This design comes from an exercise in tuning for small area, a short achievable clock period and few clock cycles on the open sky130 flow, not from production work.
RTL that was checked went through simulation tests only; none was proved equivalent to the original.
Only the layout flow was run in run 3; the RTL was not checked for function there.

### flow/config.mk
export PLATFORM = sky130hd
export DESIGN_NAME = FPU
export DESIGN_NICKNAME = FPU
export VERILOG_FILES = /design/flow/design.v
export SDC_FILE = /design/flow/constraint.sdc
export NUM_CORES = 4
export LEC_CHECK = 0
export CAP_MARGIN = 20
export CORE_MARGIN = 2
export CORE_UTILIZATION = 40
export SLEW_MARGIN = 20
### flow/constraint.sdc
create_clock -name core_clock -period 40.0 [get_ports {Clk}]
set_input_delay 8.0000 -clock core_clock [delete_from_list [all_inputs] [get_ports {Clk}]]
set_output_delay 8.0000 -clock core_clock [all_outputs]
set_load 0.01 [all_outputs]
### flow/design.v
module fadd_comb (
	input  [31:0] inA,
	input  [31:0] inB,
	input         op,
	output [31:0] out
);
	wire       sA = inA[31];
	wire [7:0] eA = inA[30:23];
	wire [23:0] mA = {1'b1, inA[22:0]};
	wire       sB = inB[31] ^ op;
	wire [7:0] eB = inB[30:23];
	wire [23:0] mB = {1'b1, inB[22:0]};
	wire diffSign = sA ^ sB;
	wire [8:0] dAB9 = {1'b0, eA} - {1'b0, eB};
	wire [7:0] dBA = eB - eA;
	wire eALt = dAB9[8];                
	wire eEq = (eA == eB);
	wire [7:0] d = eALt ? dBA : dAB9[7:0];
	wire neglect = (d > 8'd23);
	wire A_qnan = (eA == 8'hff) & inA[22];
	wire B_qnan = (eB == 8'hff) & inB[22];
	wire A_inf = (eA == 8'hff) & (inA[22:0] == 23'd0);
	wire B_ff = (eB == 8'hff);
	wire B_inf = B_ff & (inB[22:0] == 23'd0);
	wire A_zero = (eA == 8'd0) & (inA[22:0] == 23'd0);
	wire B_zero = (eB == 8'd0) & (inB[22:0] == 23'd0);
	reg [31:0] special;
	reg isSpecial;
	always @(*) begin
		isSpecial = 1'b1;
		if (A_qnan | B_qnan)
			special = 32'h7fffffff;
		else if (A_inf)
			special = (B_inf & diffSign) ? 32'h7fffffff : {sA, 8'hff, 23'd0};
		else if (B_ff)
			special = {sB, 8'hff, 23'd0};
		else if (A_zero)
			special = {sB, eB, inB[22:0]};
		else if (B_zero)
			special = {sA, eA, inA[22:0]};
		else begin
			special = 32'd0;
			isSpecial = 1'b0;
		end
	end
	wire        fS = eALt ? sB : sA;
	wire [7:0]  fE = eALt ? eB : eA;
	wire [23:0] fBig = eALt ? mB : mA;
	wire [23:0] fSmall = eALt ? mA : mB;
	wire [23:0] fAl = fSmall >> d[4:0];
	wire [24:0] fSum = {1'b0, fBig} + {1'b0, fAl};
	wire [23:0] fDif = fBig - fAl;
	reg [31:0] far;
	always @(*) begin
		if (diffSign)
			far = fDif[23] ? {fS, fE, fDif[22:0]} : {fS, fE - 8'd1, fDif[21:0], 1'b0};
		else if (fE == 8'hfe)
			far = {fS, 8'hff, 23'd0};
		else if (fSum[24])
			far = {fS, fE + 8'd1, fSum[23:1]};
		else
			far = {fS, fE, fSum[22:0]};
	end
	wire [23:0] nP = eALt ? mB : mA;
	wire [23:0] nQ = eEq ? mB : (eALt ? {1'b0, mA[23:1]} : {1'b0, mB[23:1]});
	wire [24:0] nR1 = {1'b0, nP} - {1'b0, nQ};
	wire [23:0] nR2 = mB - mA;
	wire useR2 = eEq & (nR1[24] | (nR1[23:0] == 24'd0));
	wire [23:0] nDif = useR2 ? nR2 : nR1[23:0];
	wire nS = eEq ? (useR2 ? sB : sA) : fS;
	reg [4:0] lz;
	integer i;
	always @(*) begin
		lz = 5'd24;
		for (i = 0; i < 24; i = i + 1)
			if (nDif[i]) lz = 5'd23 - i[4:0];
	end
	wire [23:0] nNorm = nDif << lz;
	wire nZero = (nDif == 24'd0) | (fE < {3'd0, lz});
	wire [31:0] near = nZero ? {nS, 31'd0} : {nS, fE - {3'd0, lz}, nNorm[22:0]};
	wire useNear = diffSign & (d[7:1] == 7'd0);
	assign out = isSpecial ? special :
	             neglect ? (eALt ? {sB, eB, inB[22:0]} : {sA, eA, inA[22:0]}) :
	             useNear ? near : far;
endmodule
module FP_Multiplier (
	input  [31:0] A,
	input  [31:0] B,
	input  [7:0]  expAdj,
	output [31:0] Result
);
	wire s1 = A[31];
	wire s2 = B[31];
	wire [8:0] e1 = {1'b0, A[30:23]};
	wire [8:0] e2 = {1'b0, B[30:23]};
	wire [47:0] P = {1'b1, A[22:0]} * {1'b1, B[22:0]};
	wire hi = P[47];
	wire A_zero = (A == 32'h00000000);
	wire B_zero = (B == 32'h00000000);
	wire A_inf = (A[30:0] == 31'h7f800000);
	wire B_inf = (B[30:0] == 31'h7f800000);
	wire A_nan = (A == 32'h7fffffff);
	wire B_nan = (B == 32'h7fffffff);
	wire [8:0] sum0 = e1 + e2;
	wire [8:0] sum1 = e1 + e2 + 9'd1;
	wire ov0 = sum0 > 9'd381;
	wire ov1 = sum1 > 9'd381;
	wire un0 = sum0 < 9'd127;
	wire un1 = sum1 < 9'd127;
	wire [7:0] x0 = sum0[7:0] - 8'd127 + expAdj;
	wire [7:0] x1 = sum1[7:0] - 8'd127 + expAdj;
	wire [7:0] xInf = 8'hff + expAdj;
	wire [7:0] xZero = expAdj;
	wire nanRes = ((A_zero & B_inf) | (B_zero & A_inf)) |
	              (~(A_inf | B_inf) & ~(A_zero | B_zero) & (A_nan | B_nan));
	wire infRes = ~nanRes & (A_inf | B_inf);
	wire zeroRes = ~nanRes & ~infRes & (A_zero | B_zero);
	wire special = nanRes | infRes | zeroRes;
	wire sSpecial = infRes ? (s1 ^ s2) : 1'b0;
	wire [7:0] eSpecial = nanRes ? 8'hff + expAdj : infRes ? xInf : xZero;
	wire [22:0] mSpecial = nanRes ? 23'h7fffff : 23'd0;
	wire ov = hi ? ov1 : ov0;
	wire un = hi ? un1 : un0;
	wire [7:0] eNorm = un ? xZero : ov ? xInf : (hi ? x1 : x0);
	wire [22:0] mNorm = (un | ov) ? 23'd0 : (hi ? P[46:24] : P[45:23]);
	assign Result = special ? {sSpecial, eSpecial, mSpecial} : {s1 ^ s2, eNorm, mNorm};
endmodule
module FP_DivCheck (
	input  [31:0] A,
	input  [31:0] B,
	output        special,
	output [31:0] specialResult,
	output [8:0]  expDiff
);
	wire isInf_A = (&A[30:23]) & (~|A[22:0]);
	wire isZero_A = ~|A[30:0];
	wire isNaN_A = (&A[30:23]) & (|A[22:0]);
	wire isInf_B = (&B[30:23]) & (~|B[22:0]);
	wire isZero_B = ~|B[30:0];
	wire isNaN_B = (&B[30:23]) & (|B[22:0]);
	assign expDiff = A[30:23] - B[30:23] + 9'd254;
	wire nanCase = isNaN_A | isNaN_B | (isZero_A & isZero_B) | (isInf_A & isInf_B);
	wire zeroCase = isZero_A | (expDiff < 9'd127);
	wire infCase = isInf_A | isZero_B | (expDiff > 9'd381);
	assign special = nanCase | zeroCase | infCase;
	assign specialResult = nanCase ? 32'h7fffffff :
	                       zeroCase ? 32'h00000000 :
	                       {A[31] ^ B[31], 31'h7f800000};
endmodule
module FPU
	#(
		parameter PRECISION = 32
	) (
		input [PRECISION-1:0] A,
		input [PRECISION-1:0] B,
		input Clk,
		input Reset,
		input [1:0] Operation,
		output [PRECISION-1:0] Result,
		output Done
	);
	localparam [31:0] C32 = 32'b0_01111111_11100001111000011110001;
	localparam [31:0] C48 = 32'b0_10000000_01101001011010010110101;
	localparam [31:0] TWO = 32'h40000000;
	reg [31:0] rA, rB;
	reg [1:0] rOp;
	reg [31:0] X, Y, R;
	reg [2:0] iter;
	reg D;
	reg sStart, sA0, sT, sS, sX, sF;
	wire [31:0] Nq = {rA[31], 8'd126, rA[22:0]};
	wire [31:0] Dq = {rB[31], 8'd126, rB[22:0]};
	wire divSpecial;
	wire [31:0] divSpecialResult;
	wire [8:0] expDiff;
	FP_DivCheck chk (.A(rA), .B(rB), .special(divSpecial), .specialResult(divSpecialResult), .expDiff(expDiff));
	wire [31:0] mulA = sStart ? (rOp[0] ? C32 : rA) : sT ? X : sX ? Y : Nq;
	wire [31:0] mulB = (sStart | sT) ? {rB[31], ((sStart & ~rOp[0]) ? rB[30:23] : 8'd126), rB[22:0]} : X;
	wire [7:0] mulAdj = sF ? expDiff[7:0] - 8'd254 : 8'd0;
	wire [31:0] mulR;
	FP_Multiplier mul (.A(mulA), .B(mulB), .expAdj(mulAdj), .Result(mulR));
	wire addDiv = rOp[1];
	wire [31:0] addA = addDiv ? (sA0 ? C48 : TWO) : rA;
	wire [31:0] addB = addDiv ? Y : rB;
	wire addOp = addDiv | rOp[0];
	wire [31:0] addR;
	fadd_comb add (.inA(addA), .inB(addB), .op(addOp), .out(addR));
	wire converged = (mulR[31:1] == 31'h1fc00000);
	always @(posedge Clk) begin
		if (Reset) begin
			rA <= A;
			rB <= B;
			rOp <= Operation;
			sStart <= 1'b1;
			sA0 <= 1'b0; sT <= 1'b0; sS <= 1'b0; sX <= 1'b0; sF <= 1'b0;
			D <= 1'b0;
		end
		else begin
			sStart <= 1'b0;
			sA0 <= 1'b0; sT <= 1'b0; sS <= 1'b0; sX <= 1'b0; sF <= 1'b0;
			if (sStart) begin
				if (~rOp[1]) begin
					R <= addR;
					D <= 1'b1;
				end
				else if (~rOp[0]) begin
					R <= mulR;
					D <= 1'b1;
				end
				else if (divSpecial) begin
					R <= divSpecialResult;
					D <= 1'b1;
				end
				else begin
					Y <= mulR;
					sA0 <= 1'b1;
				end
			end
			if (sA0) begin
				X <= addR;
				iter <= 3'd1;
				sT <= 1'b1;
			end
			if (sT) begin
				Y <= mulR;
				if (converged)
					sF <= 1'b1;
				else
					sS <= 1'b1;
			end
			if (sS) begin
				Y <= addR;
				sX <= 1'b1;
			end
			if (sX) begin
				X <= mulR;
				iter <= iter + 3'd1;
				if (mulR == X || iter == 3'd6)
					sF <= 1'b1;
				else
					sT <= 1'b1;
			end
			if (sF) begin
				R <= mulR;
				D <= 1'b1;
			end
		end
	end
	assign Result = R;
	assign Done = D;
endmodule
### flow/flow/run.sh
#!/bin/bash
# Standard ORFS layout (the standard.sh, unchanged synthesis), with
# repair_timing asked to leave a larger setup margin than the default so the
# resizer works on the critical paths although the 40 ns clock is met.
set -euo pipefail
cd "$(dirname "$0")/.."
bash standard.sh SETUP_SLACK_MARGIN=31 finish > standard_flow.log 2>&1
### flow/standard.sh
#!/bin/bash
# synth_recipe.tcl (not shown) runs the flow's synth.tcl, then flattens the netlist and writes it again
# the make line also repeats each setting of config.mk as NAME=value (left out here)
make -C /OpenROAD-flow-scripts/flow DESIGN_CONFIG=/design/flow/config.mk WORK_HOME=/design/flow/orfs CLKGATE_MAP_FILE= SYNTH_SCRIPT=/design/flow/synth_recipe.tcl "${@:-finish}"
==> results of run 1 <==
-- metrics by stage --
| stage | setup slack, ps | cell area, um^2 | cells | hold WS [ps] |
|---|---|---|---|---|
| global placement | 27440 | 45800 | 6767 | 460 |
| global route | 30190 | 55200 | 7264 | 476 |
| floorplan | 30530 | 43700 | 5446 | 465 |
| finish | 30400 | 55200 | 7266 | 458 |
| detailed placement | 27330 | 45800 | 6767 | 446 |
| CTS | 30640 | 52000 | 7105 | 460 |
-- kinds of logic (layout without fill, tap and decap cells) --
logic type                 Yosys count  in the layout  share of synthesized area
and+or+nand+nor                   1762           1772                      0.187
AOI/OAI and AO/OA                 1283           1284                      0.192
buffers and inverters             1019           1422                     0.0912
adders and majority gates          831            831                      0.327
muxes                              202            203                     0.0485
xor gates and xnor gates           177            177                     0.0362
DFF                                172            172                      0.118
other                                0              2                          0
-- repair_timing --
item / 4_1_cts / 5_1_grt
pin swaps: 160 / 190
buffers inserted: 273 / 147
resized for setup: 777 / 414
gates cloned: 33 / 11
hold endpoints to repair: 0 / 0
setup endpoints to repair: 198 / 195
-- synthesized netlist by cell type, types with 58 or more instances --
library cell / number
a21oi_1: 360
xnor2_1: 118
mux2i_1: 164
nand3_1: 92
o22ai_1: 65
nand4_1: 64
inv_1: 724
edfxtp_1: 165
o21a_1: 68
nor3_1: 91
clkbuf_1: 214
o21ai_0: 269
nor2_1: 496
xor2_1: 58
a21o_1: 71
fa_1: 492
ha_1: 338
nand2_1: 689
-- layout make-up --
type / instances / area, um^2
fill: 10000 / 51700
timing repair inverter: 4 / 26.3
clock buffer: 18 / 429
inverter: 749 / 3010
sequential: 172 / 5100
clock inverter: 14 / 198
timing repair buffer: 637 / 6390
antenna: 2 / 5.00
multi-input combinational: 4267 / 38300
tap: 1403 / 1760
-- worst max path at each step --
| stage | from | endpoint | cells past startpoint |
|---|---|---|---|
| 3_5_place_dp | sT$_SDFF_PP0_ | sF$_SDFF_PP0_ | 34 |
| 2_1_floorplan | rOp[1]$_DFFE_PP_ | X[13]$_DFFE_PP_ | 50 |
| 3_3_place_gp | sT$_SDFF_PP0_ | sF$_SDFF_PP0_ | 34 |
| 6_report | sT$_SDFF_PP0_ | sF$_SDFF_PP0_ | 43 |
| 4_1_cts | sT$_SDFF_PP0_ | sF$_SDFF_PP0_ | 42 |
| 5_1_grt | sT$_SDFF_PP0_ | sF$_SDFF_PP0_ | 41 |
-- worst register-to-register path: cells and delay by family (launching register included) --
| family | cells | cell delay, ps |
|---|---|---|
| compound gates | 10 | 1740 |
| xor+xnor | 1 | 210 |
| fa+ha+maj | 8 | 3760 |
| buf+inv | 14 | 1700 |
| flops | 1 | 390 |
| mux | 1 | 330 |
| simple gates | 9 | 1400 |
-- registers in the layout, indices dropped and copies added, names as in the netlist --
| register | count |
|---|---|
| rB | 32 |
| rA | 32 |
| sStart | 1 |
| iter | 3 |
| sA0 | 1 |
| X | 32 |
| sT | 1 |
| sF | 1 |
| sX | 1 |
| R | 32 |
| sS | 1 |
| rOp | 2 |
| D | 1 |
| Y | 32 |
-- per-layer routing --
layer | GRT usage | part of all wire | vias up | routed length, um
met2 | 0.530 | 0.42 | 3590 | 85800
li1 | - | - | 19400 | -
met3 | 0.106 | 0.13 | 1080 | 26700
met5 | 0 | 0.00048 | - | 97
met1 | 0.432 | 0.35 | 22300 | 72200
met4 | 0.240 | 0.092 | 14 | 18700
==> metrics.md, run 1 <==
| Metric | Value |
|---|---|
| CP Launch Type | flop |
| Initial antenna violation count | 10 |
| TritonCTS Sinks | 172 |
| Initial Utilization | 0.402 |
| Hold Path Class | reg -> reg |
| Synth-to-layout area growth | 28.4% |
| Final Hold Fails | 0 |
| Synthesis-stage register bit count | between 150 and 200 |
| CP peak stage delay | 520 ps |
| First-pass GRT wire length | 290000 um |
| Fin util | 0.517 |
| Max Fclk | 0.104 GHz |
| Hold bufs inserted after CTS | 0 |
| Maxcap violations | 0 |
| DIE AREA | 110000 um^2 |
| Clock Latency Late Sink | between 500 and 600 ps |
| Crit-path max FO | 7 |
| Congestion Overflow GR | 0 |
| Die Ht | around 330 um |
| Port Buf Inserts | 100 |
| Most common cell after layout, fill and taps aside | inv_1 |
| Rel. slew slack | 0.125 |
| Most frequent cells in the layout | inv_1, nand2_1, fa_1, nor2_1, buf_4 |
| Crit path buf inv count | 14 |
| Vias in the first global route | 44300 |
| TNS Setup | 0 ps |
| Layout cells sized above 1 | 0.233 |
| Placement row count | 120 |
| Antenna Nets Post-Route | 0 |
| Register area share after synthesis | 0.118 |
| Mapped Cells | 5446 |
| Core area | 107000 um^2 |
| Worst reg2reg path startpoint | sT$_SDFF_PP0_ |
| R2R Path End | sF$_SDFF_PP0_ |
| First drt pass iteration count | 9 |
| Final Cycle Share | 0.240 |
| Post-DP HPWL | 144000 um |
| Boundary Pins | 101 |
| Total track usage | 0.352 |
| Via-to-Cell Ratio | 6.38 |
| Distinct cell type count after synthesis | roughly 120 |
| Top Family by Delay on Critical Path | adder cells |
| R2r worst-path depth | 43 |
| Vias after detailed routing | 46400 |
| Hold path cells | 1 |
| Clock Pin Slew Worst Setup and Hold Paths | 80 ps |
| Final net count | 6746 |
| Drt initial violations | 6443 |
| Critical Path RT | 40420 ps |
| Slew Limit Fails | 0 |
| Skew final | 14.3 ps |
| Mapped Nets | 6344 |
| Synth top area share | 0.229 |
| CTS Buffer Depth | 2 |
| Post-synth EDFFs | 165 |
| Min-Delay Endpoint | D$_SDFFE_PP0P_ |
| RSZ-0062 raised after global routing | yes |
| Gpl congestion | approximately 1.1 |
| CTS tree | built |
| Most used DFF post-synth | edfxtp_1 |
| Slowest stage cell, crit path | fa_1 |
| Worst path arrival time | between 10000 and 15000 ps |
| Status | timing/DRC/antenna clean |
| H-tree Lvls | 4 |
| Worst Hold Launch | D$_SDFFE_PP0P_ |
| Kind of critical path | reg -> reg |
| Cell Area, Synth | 43000 um^2 |
| Top cell type by total area after synthesis | fa_1 |
| Largest net degree at the start of global routing | 77 |
| Routed len/inst | about 28 um |
| Chip Width | 332 um |
| Most frequent CP cell | fa_1 |
| Mapped Avg Cell Area | between 7 and 8 um^2 |
| Fraction of registers with async set/reset | 0 |
| Crit end category | flop |
| Area contributors post-synth | fa_1, edfxtp_1, ha_1 |
| R2R Setup Slk | 30400 ps |
| Number of remaining DRC errors | 0 |
| Synth warn | 2 |
| Least-Margin Pin Slew | 1300 ps |
| Number of CTS-inserted buffers | 17 |
| Crit path time final | 9600 ps |
| Total wire length | around 200000 um |
| Clock Tree Root | clkbuf_16 |
| # setup viols final | 0 |
Testbench counts, summed over its fixed seeds: cycles 84,080.
==> run 2: changes to the inputs <==
--- a/flow/flow/run.sh
+++ b/flow/flow/run.sh
@@ -4,4 +4,4 @@
 # resizer works on the critical paths although the 40 ns clock is met.
 set -euo pipefail
 cd "$(dirname "$0")/.."
-bash standard.sh SETUP_SLACK_MARGIN=31 finish > standard_flow.log 2>&1
+bash standard.sh SETUP_SLACK_MARGIN=30 finish > standard_flow.log 2>&1
==> run 2 against run 1 <==
Compared with the run above: setup slack worse by 300 ps; register-to-register slack worse by 300 ps; die area stayed put.
==> metrics.md, run 2 <==
| Metric | Value |
|---|---|
| Antenna Nets Post-Route | 0 |
| Initial Utilization | 0.402 |
| Most used DFF post-synth | edfxtp_1 |
| Hold bufs inserted after CTS | 0 |
| RSZ-0062 raised after global routing | no |
| Worst reg2reg path startpoint | rOp[1]$_DFFE_PP_ |
| Rel. slew slack | 0.103 |
| Chip Width | ~330 um |
| Core area | between 100000 and 150000 um^2 |
| Hold Path Class | reg -> reg |
| Final Hold Fails | 0 |
| Top cells by count, synth | inv_1, nand2_1, nor2_1 |
| Crit end category | flop |
| Cell Area, Synth | 43000 um^2 |
| Vias after detailed routing | 44100 |
| TNS Setup | 0 ps |
| Clock Pin Slew Worst Setup and Hold Paths | 100 ps |
| CTS tree | built |
| CP peak stage delay | a little under 900 ps |
| CTS Buffer Depth | 2 |
| Area post-placement | roughly 46000 um^2 |
| R2r worst-path depth | 37 |
| Most frequent cells in the layout | inv_1, nand2_1, fa_1, nor2_1, ha_1 |
| Most common cell after layout, fill and taps aside | inv_1 |
| Fill count | 10600 |
| Mapped Cells | ~5400 |
| Via-to-Cell Ratio | 6.29 |
| Status | timing/DRC/antenna clean |
| Drt initial violations | 5743 |
| Post-synth EDFFs | approximately 170 |
| Min-Delay Endpoint | D$_SDFFE_PP0P_ |
| Slowest stage cell, crit path | o311ai_0 |
| Hold path cells | 1 |
| Worst path arrival time | 10140 ps |
| Most common cell in the netlist | inv_1 |
| Synth warn | 2 |
| Routed len/inst | approximately 27 um |
| Kind of critical path | reg -> reg |
| CP Launch Type | flop |
| Final non-filler cell area | 50400 um^2 |
| Congestion Overflow GR | 0 |
| Fin util | 0.471 |
| Maxcap violations | 0 |
| Area of the multi-input gates | ~36000 um^2 |
| # setup viols final | 0 |
| Synth-to-layout area growth | 17.1% |
| Total track usage | 0.331 |
| Worst Hold Launch | D$_SDFFE_PP0P_ |
| Number of remaining DRC errors | 0 |
| R2R Setup Slk | 30100 ps |
| Register area | 5110 um^2 |
| Number of CTS-inserted buffers | 17 |
| Crit path time final | 9900 ps |
| Clock Tree Root | clkbuf_16 |
| First drt pass iteration count | 7 |
| Synthesis-stage register bit count | 172 |
| Layout cells sized above 1 | 0.131 |
| Boundary Pins | 101 |
| Mapped Avg Cell Area | 7.90 um^2 |
| Clock Latency Late Sink | 510 ps |
| Max Fclk | 0.101 GHz |
| First-pass GRT wire length | 275000 um |
| Post-DP HPWL | roughly 150000 um |
| Skew final | 29.6 ps |
| Final Cycle Share | 0.247 |
| Total wire length | roughly 190000 um |
| Vias in the first global route | 41800 |
| Synth top area share | 0.229 |
| H-tree Lvls | 4 |
| Crit-path max FO | 12 |
| Initial antenna violation count | 6 |
| Slew Limit Fails | 0 |
| DIE AREA | 110000 um^2 |
| Die Ht | 332 um |
| Port Buf Inserts | 100 |
| Top cell type by total area after synthesis | fa_1 |
| Mapped Nets | about 6300 |
| Area contributors post-synth | fa_1, edfxtp_1, ha_1 |
| Fraction of registers with async set/reset | 0 |
| Largest net degree at the start of global routing | 58 |
| WHS | 459 ps |
| Critical Path RT | approximately 40000 ps |
| TritonCTS Sinks | 172 |
| Gpl congestion | approximately 1.1 |
| Least-Margin Pin Slew | 1350 ps |
| Distinct cell type count after synthesis | between 100 and 150 |
| Final net count | 6491 |
| R2R Path End | R[28]$_DFFE_PP_ |
| Placement row count | 120 |
| Register area share after synthesis | 0.118 |
-- run 2: cell count changes in the layout (fill, tap and decap cells not counted), moves of 29 or more --
| cell | delta |
|---|---|
| nor2_1 | +31 |
| a21oi_1 | +45 |
| o21ai_0 | +52 |
| nand2_1 | +36 |
| buf_4 | -167 |
| clkdlybuf4s50_1 | +33 |
| a21oi_2 | -29 |
| buf_2 | -29 |
| buf_6 | -53 |
-- run 2: cell families (layout without fill, tap and decap cells) --
group                      after synthesis  count (layout)  synth area share
and+or+nand+nor                       1762            1766             0.187
AOI/OAI and AO/OA                     1283            1284             0.192
muxes                                  202             202            0.0485
adders and majority gates              831             831             0.327
other                                    0               2                 0
DFF                                    172             172             0.118
buffers and inverters                 1019            1174            0.0912
xor gates and xnor gates               177             177            0.0362
-- run 2: what timing repair did --
action,CTS,global route
setup endpoints to repair,96,96
setup buffers,60,107
gates resized for setup,244,242
pin swaps,25,66
gates cloned,11,13
-- run 2: worst max-delay path by stage --
stage,from,end,slack (ps),cells after the start
CTS,rOp[0]$_DFFE_PP_,sF$_SDFF_PP0_,29940,40
global placement,sX$_SDFF_PP0_,sF$_SDFF_PP0_,26000,37
global route,sStart$_DFF_P_,sF$_SDFF_PP0_,29930,40
floorplan,sT$_SDFF_PP0_,sF$_SDFF_PP0_,30010,42
finish,rOp[1]$_DFFE_PP_,R[28]$_DFFE_PP_,30100,37
detailed placement,sX$_SDFF_PP0_,sF$_SDFF_PP0_,26980,35
-- run 2: metrics by stage --
step | cells | setup WS [ps]
2_1_floorplan | 5446 | 30010
3_3_place_gp | 6783 | 26000
3_5_place_dp | 6785 | 26980
4_1_cts | 6888 | 29940
5_1_grt | 7009 | 29930
6_report | 7011 | 30100
-- run 2: cell type report --
type / instances / area share
antenna: 2 / 0.0000993
clock buffer: 17 / 0.00844
clock inverter: 15 / 0.00442
inverter: 749 / 0.0588
multi-input combinational: 4260 / 0.711
sequential: 172 / 0.101
tap: 1403 / 0.0348
timing repair buffer: 393 / 0.0814
-- run 2: critical path: cells and delay by family, from the launching register on --
kind            cells  cell delay [ps]
simple gates        8             1530
flops               1              440
compound gates     18             5560
fa+ha+maj           3              960
buf+inv             8             1100
-- run 2: routing by layer --
metal | vias to the layer above | track usage | share of wire
met5 | - | 0 | 0.00014
met4 | 4 | 0.202 | 0.082
met3 | 814 | 0.0709 | 0.11
met2 | 3088 | 0.519 | 0.43
met1 | 21300 | 0.418 | 0.37
li1 | 18900 | - | -
==> run 3: changes to the inputs <==
--- a/flow/design.v
+++ b/flow/design.v
@@ -93,7 +93,8 @@
 	wire s2 = B[31];
 	wire [8:0] e1 = {1'b0, A[30:23]};
 	wire [8:0] e2 = {1'b0, B[30:23]};
-	wire [47:0] P = {1'b1, A[22:0]} * {1'b1, B[22:0]};
+	wire [47:0] P;
+	mul24_booth mm (.a({1'b1, A[22:0]}), .b({1'b1, B[22:0]}), .p(P));
 	wire hi = P[47];
 	wire A_zero = (A == 32'h00000000);
 	wire B_zero = (B == 32'h00000000);
@@ -125,6 +126,49 @@
 	wire [22:0] mNorm = (un | ov) ? 23'd0 : (hi ? P[46:24] : P[45:23]);
 	assign Result = special ? {sSpecial, eSpecial, mSpecial} : {s1 ^ s2, eNorm, mNorm};
 endmodule
+module mul24_booth #(parameter N = 24) (
+	input  [N-1:0] a,
+	input  [N-1:0] b,
+	output [2*N-1:0] p
+);
+	localparam R = N / 2 + 1;           
+	wire [N+1:0] bx = {2'b00, b};
+	wire [2*N-1:0] rows [0:R-1];
+	wire [2*N-1:0] negs [0:R-1];
+	genvar i;
+	generate
+		for (i = 0; i < R; i = i + 1) begin : g
+			wire b2 = bx[2*i+1];
+			wire b1 = bx[2*i];
+			wire b0 = (i == 0) ? 1'b0 : bx[2*i-1];
+			wire one = b1 ^ b0;
+			wire two = (b2 & ~b1 & ~b0) | (~b2 & b1 & b0);
+			wire neg = b2 & ~(b1 & b0);
+			wire [N:0] mag = ({N+1{one}} & {1'b0, a}) | ({N+1{two}} & {a, 1'b0});
+			wire [N:0] x = mag ^ {N+1{neg}};
+			assign rows[i] = {{(2*N){1'b0}}, ~neg, x} << (2*i);
+			assign negs[i] = {{(2*N-1){1'b0}}, neg} << (2*i);
+		end
+	endgenerate
+	function [2*N-1:0] kconst;
+		input dummy;
+		integer j;
+		begin
+			kconst = 0;
+			for (j = 0; j < R; j = j + 1)
+				kconst = kconst - ({{(2*N-1){1'b0}}, 1'b1} << (N + 1 + 2*j));
+		end
+	endfunction
+	localparam [2*N-1:0] K = kconst(1'b0);
+	reg [2*N-1:0] acc;
+	integer k;
+	always @(*) begin
+		acc = K;
+		for (k = 0; k < R; k = k + 1)
+			acc = acc + rows[k] + negs[k];
+	end
+	assign p = acc;
+endmodule
 module FP_DivCheck (
 	input  [31:0] A,
 	input  [31:0] B,
@@ -164,7 +208,7 @@
 	localparam [31:0] TWO = 32'h40000000;
 	reg [31:0] rA, rB;
 	reg [1:0] rOp;
-	reg [31:0] X, Y, R;
+	reg [31:0] X, Y;
 	reg [2:0] iter;
 	reg D;
 	reg sStart, sA0, sT, sS, sX, sF;
@@ -174,6 +218,7 @@
 	wire [31:0] divSpecialResult;
 	wire [8:0] expDiff;
 	FP_DivCheck chk (.A(rA), .B(rB), .special(divSpecial), .specialResult(divSpecialResult), .expDiff(expDiff));
+	wire isDiv = rOp[1] & rOp[0];
 	wire [31:0] mulA = sStart ? (rOp[0] ? C32 : rA) : sT ? X : sX ? Y : Nq;
 	wire [31:0] mulB = (sStart | sT) ? {rB[31], ((sStart & ~rOp[0]) ? rB[30:23] : 8'd126), rB[22:0]} : X;
 	wire [7:0] mulAdj = sF ? expDiff[7:0] - 8'd254 : 8'd0;
@@ -186,66 +231,35 @@
 	wire [31:0] addR;
 	fadd_comb add (.inA(addA), .inB(addB), .op(addOp), .out(addR));
 	wire converged = (mulR[31:1] == 31'h1fc00000);
+	wire stop = (mulR == X) | (iter == 3'd6);
 	always @(posedge Clk) begin
 		if (Reset) begin
 			rA <= A;
 			rB <= B;
 			rOp <= Operation;
-			sStart <= 1'b1;
-			sA0 <= 1'b0; sT <= 1'b0; sS <= 1'b0; sX <= 1'b0; sF <= 1'b0;
-			D <= 1'b0;
-		end
-		else begin
-			sStart <= 1'b0;
-			sA0 <= 1'b0; sT <= 1'b0; sS <= 1'b0; sX <= 1'b0; sF <= 1'b0;
-			if (sStart) begin
-				if (~rOp[1]) begin
-					R <= addR;
-					D <= 1'b1;
-				end
-				else if (~rOp[0]) begin
-					R <= mulR;
-					D <= 1'b1;
-				end
-				else if (divSpecial) begin
-					R <= divSpecialResult;
-					D <= 1'b1;
-				end
-				else begin
-					Y <= mulR;
-					sA0 <= 1'b1;
-				end
-			end
-			if (sA0) begin
-				X <= addR;
-				iter <= 3'd1;
-				sT <= 1'b1;
-			end
-			if (sT) begin
-				Y <= mulR;
-				if (converged)
-					sF <= 1'b1;
-				else
-					sS <= 1'b1;
-			end
-			if (sS) begin
-				Y <= addR;
-				sX <= 1'b1;
-			end
-			if (sX) begin
-				X <= mulR;
-				iter <= iter + 3'd1;
-				if (mulR == X || iter == 3'd6)
-					sF <= 1'b1;
-				else
-					sT <= 1'b1;
-			end
-			if (sF) begin
-				R <= mulR;
-				D <= 1'b1;
-			end
-		end
-	end
-	assign Result = R;
+		end
+		sStart <= Reset;
+		sA0 <= ~Reset & sStart & isDiv & ~divSpecial;
+		sT <= ~Reset & (sA0 | (sX & ~stop));
+		sS <= ~Reset & sT & ~converged;
+		sX <= ~Reset & sS;
+		sF <= ~Reset & ((sT & converged) | (sX & stop));
+		D <= ~Reset & (D | (sStart & ~(isDiv & ~divSpecial)) | sF);
+		if (sStart)
+			X <= ~rOp[1] ? addR : ~rOp[0] ? mulR : divSpecialResult;
+		if (sA0)
+			X <= addR;
+		if (sX | sF)
+			X <= mulR;
+		if (sStart | sT)
+			Y <= mulR;
+		if (sS)
+			Y <= addR;
+		if (sA0)
+			iter <= 3'd1;
+		if (sX)
+			iter <= iter + 3'd1;
+	end
+	assign Result = X;
 	assign Done = D;
 endmodule
==> run 3 against run 2 <==
Compared with the run above: non-clock buffer count rose by 44; die area fell by 8.7%; core utilization rose by 1.0 points.
==> metrics.md, run 3 <==
| Metric | Value |
|---|---|
| Status | timing/DRC/antenna clean |
| Worst Hold Launch | D$_DFF_P_ |
| Final net count | 5835 |
| Largest family of logic cells by synthesized area | compound AO/OA/AOI/OAI gates |
| Top cell type by total area after synthesis | fa_1 |
| Most used DFF post-synth | edfxtp_1 |
| Congestion Overflow GR | 0 |
| Total track usage | 0.336 |
| RSZ-0062 raised after global routing | yes |
| Most common cell in the netlist | inv_1 |
| Skew final | 15.4 ps |
| CTS tree | built |
| Final Hold Fails | 0 |
| Placement row count | approximately 110 |
| Crit path time final | 10040 ps |
| Initial antenna violation count | 3 |
| DIE AREA | between 100000 and 150000 um^2 |
| Number of CTS-inserted buffers | 17 |
| Drt initial violations | 5454 |
| Synth top area share | 0.133 |
| Mapped Avg Cell Area | 7.84 um^2 |
| Most common cell after layout, fill and taps aside | inv_1 |
| Crit path cell chain | clkdlybuf4s50_1 |
| TNS Setup | 0 ps |
| Fraction of registers with async set/reset | 0 |
| Area of the multi-input gates | 34400 um^2 |
| Cell Area, Synth | 39200 um^2 |
| Least-Margin Pin Slew | 1170 ps |
| R2R Path End | sF$_DFF_P_ |
| R2r worst-path depth | 33 |
| Via-to-Cell Ratio | 6.51 |
| Register area | 4140 um^2 |
| R2R Setup Slk | between 30000 and 40000 ps |
| Min-Delay Endpoint | D$_DFF_P_ |
| Die Ht | around 320 um |
| Port Buf Inserts | 100 |
| Max Fclk | 0.0996 GHz |
| Synth Area in Simple Gates | 0.161 |
| Routed len/inst | 27.7 um |
| Distinct cell type count after synthesis | 105 |
| Rel. slew slack | 0.200 |
| Slowest stage cell, crit path | edfxtp_1 |
| Final Cycle Share | 0.251 |
| Synth Area in Compound Gates | 0.251 |
| Register area share after synthesis | 0.105 |
| # setup viols final | 0 |
| Synth warn | 3 |
| Post-Synth XOR/XNOR Area | 0.0972 |
| Top Family by Delay on Critical Path | flip-flops |
| Fill count | 9428 |
| Mapped Cells | 5005 |
| Initial Utilization | 0.405 |
| Hold Path Class | reg -> reg |
| Clock Latency Late Sink | 480 ps |
| Worst path arrival time | 2040 ps |
| Top cells by count, synth | inv_1, nand2_1, nor2_1 |
| Area contributors post-synth | fa_1, ha_1, edfxtp_1 |
| Largest net degree at the start of global routing | 66 |
| Antenna Nets Post-Route | 0 |
| Number of remaining DRC errors | 0 |
| Synthesis-stage register bit count | 140 |
| Most frequent cells in the layout | inv_1, nand2_1, nor2_1, ha_1 |
| First-pass GRT wire length | 254000 um |
| Total wire length | about 180000 um |
| CP peak stage delay | 870 ps |
| Core area | 97000 um^2 |
| Crit end category | output pin |
| Vias in the first global route | 38800 |
| CTS Buffer Depth | 2 |
| Mux cell area share after synthesis | 0.0680 |
| Hold path cells | 2 |
| Boundary Pins | 101 |
| First drt pass iteration count | 9 |
| Post-synth EDFFs | 133 |
| Post-DP HPWL | 130000 um |
| Layout cells sized above 1 | 0.151 |
| Vias after detailed routing | between 40000 and 50000 |
| Maxcap violations | 0 |
| H-tree Lvls | 4 |
| Kind of critical path | reg -> out |
| CP Launch Type | flop |
| Synth-to-layout area growth | 19.1% |
| Clock Pin Slew Worst Setup and Hold Paths | 70 ps |
| Clock Tree Root | clkbuf_16 |
| Slew Limit Fails | 0 |
| TritonCTS Sinks | 140 |
| Mapped Nets | roughly 5700 |
| Critical Path RT | between 30000 and 40000 ps |
| Gpl congestion | 1.07 |
| Synth Area in Adders | 0.244 |
| Crit path buf inv count | 1 |
| WHS | 506 ps |
| Worst reg2reg path startpoint | rA[2]$_DFFE_PP_ |
| Crit-path max FO | 7 |
| Chip Width | 317 um |
run 3: cell count changes in the layout (fill, tap and decap cells not counted), moves of 39 or more:
cell | previous run | this run
inv_1 | 709 | 420
a22oi_1 | 31 | 255
xor2_1 | 53 | 131
xnor2_1 | 110 | 285
buf_4 | 220 | 259
fa_1 | 488 | 255
nand2_1 | 678 | 394
nor2_1 | 483 | 351
run 3: layer usage:
metal,GRT usage,vias to the layer above,wire [um]
met3,0.0745,599,21000
li1,-,18400,-
met5,0,-,0
met2,0.504,2839,75500
met1,0.449,20200,70200
met4,0.178,0,11900
run 3: worst max-delay path by stage:
stage | start | end | depth (start not counted)
detailed placement | sStart$_DFF_P_ | sF$_DFF_P_ | 38
global route | rOp[1]$_DFFE_PP_ | X[28]$_DFFE_PP_ | 44
global placement | sStart$_DFF_P_ | sF$_DFF_P_ | 38
finish | X[9]$_DFFE_PP_ | Result[9] | 1
floorplan | sT$_DFF_P_ | sF$_DFF_P_ | 41
CTS | sT$_DFF_P_ | sF$_DFF_P_ | 39
run 3: worst reg2reg max path, delay by kind of cell (launching register included):
kind,cells,cell delay (ps)
flip-flops,1,630
XOR/XNOR,1,170
buffers and inverters,5,410
AO/OA/AOI/OAI,14,3410
AND/OR/NAND/NOR,4,1150
adder cells (fa/ha/maj),7,3440
multiplexers,2,600
run 3: per-stage QoR:
step	utilization	setup WS, ps	instance area [um^2]	cells
final	0.482	29960	46700	6450
after global routing	0.482	29870	46700	6446
after CTS	0.454	30000	44000	6303
after detailed placement	0.433	27630	42000	6201
after global placement	0.432	27560	41900	6200
after floorplan	-	30000	39500	5005
run 3: cells by family after synthesis:
family                   Yosys count
buffers and inverters            750
adder cells (fa/ha/maj)          610
AND/OR/NAND/NOR                 1340
multiplexers                     258
flip-flops                       140
AO/OA/AOI/OAI                   1473
XOR/XNOR                         434
run 3: final cells by class:
type	instances	share of cell area
Sequential cell	140	0.0887
Antenna cell	4	0.000214
Multi-Input combinational cell	4123	0.735
Clock buffer	17	0.00910
Inverter	438	0.0361
Tap cell	1276	0.0342
Clock inverter	15	0.00340
Timing Repair Buffer	437	0.0932
run 3: timing repair:
item,CTS,global route
pin swaps,27,91
buffers inserted,58,127
resized for setup,179,291
setup endpoints to repair,65,66
hold buffers,0,0
cloned,12,16

separate check: timing with driven ports:
How much do the figures lean on ideal ports? The routed layouts below were timed once more, with nothing changed but the port constraints.
Step 1 sets driving cells, clkbuf_16 on the clock port and buf_2 on the other inputs (assumed; they add their load-dependent delay and slew).
Step 2 moves the port delays by t, midway between the first and last clock arrival at a register: inputs arrive t later, outputs are due t later. That takes back most of the time a late clock gives input paths.
a / b / c = no drivers / after step 1 / after step 2; a / b = the first two.
run	t, ns	slack for setup (ns)	worst setup path after step 2	worst data-port slew with drivers (ns)	cell pins on the clock port's net
run 1	0.562	30.403 / 30.403 / 30.294	input to register	0.05	1
run 2	0.556	30.102 / 30.102 / 29.981	input to register	0.05	1
run 3	0.524	29.964 / 29.917 / 30.133	register to register	0.05	1
After both steps setup and hold are still met in every run listed. The setup slack of run 2, which loses most, moves by 0.000 ns with the drivers and by -0.121 ns with both steps.
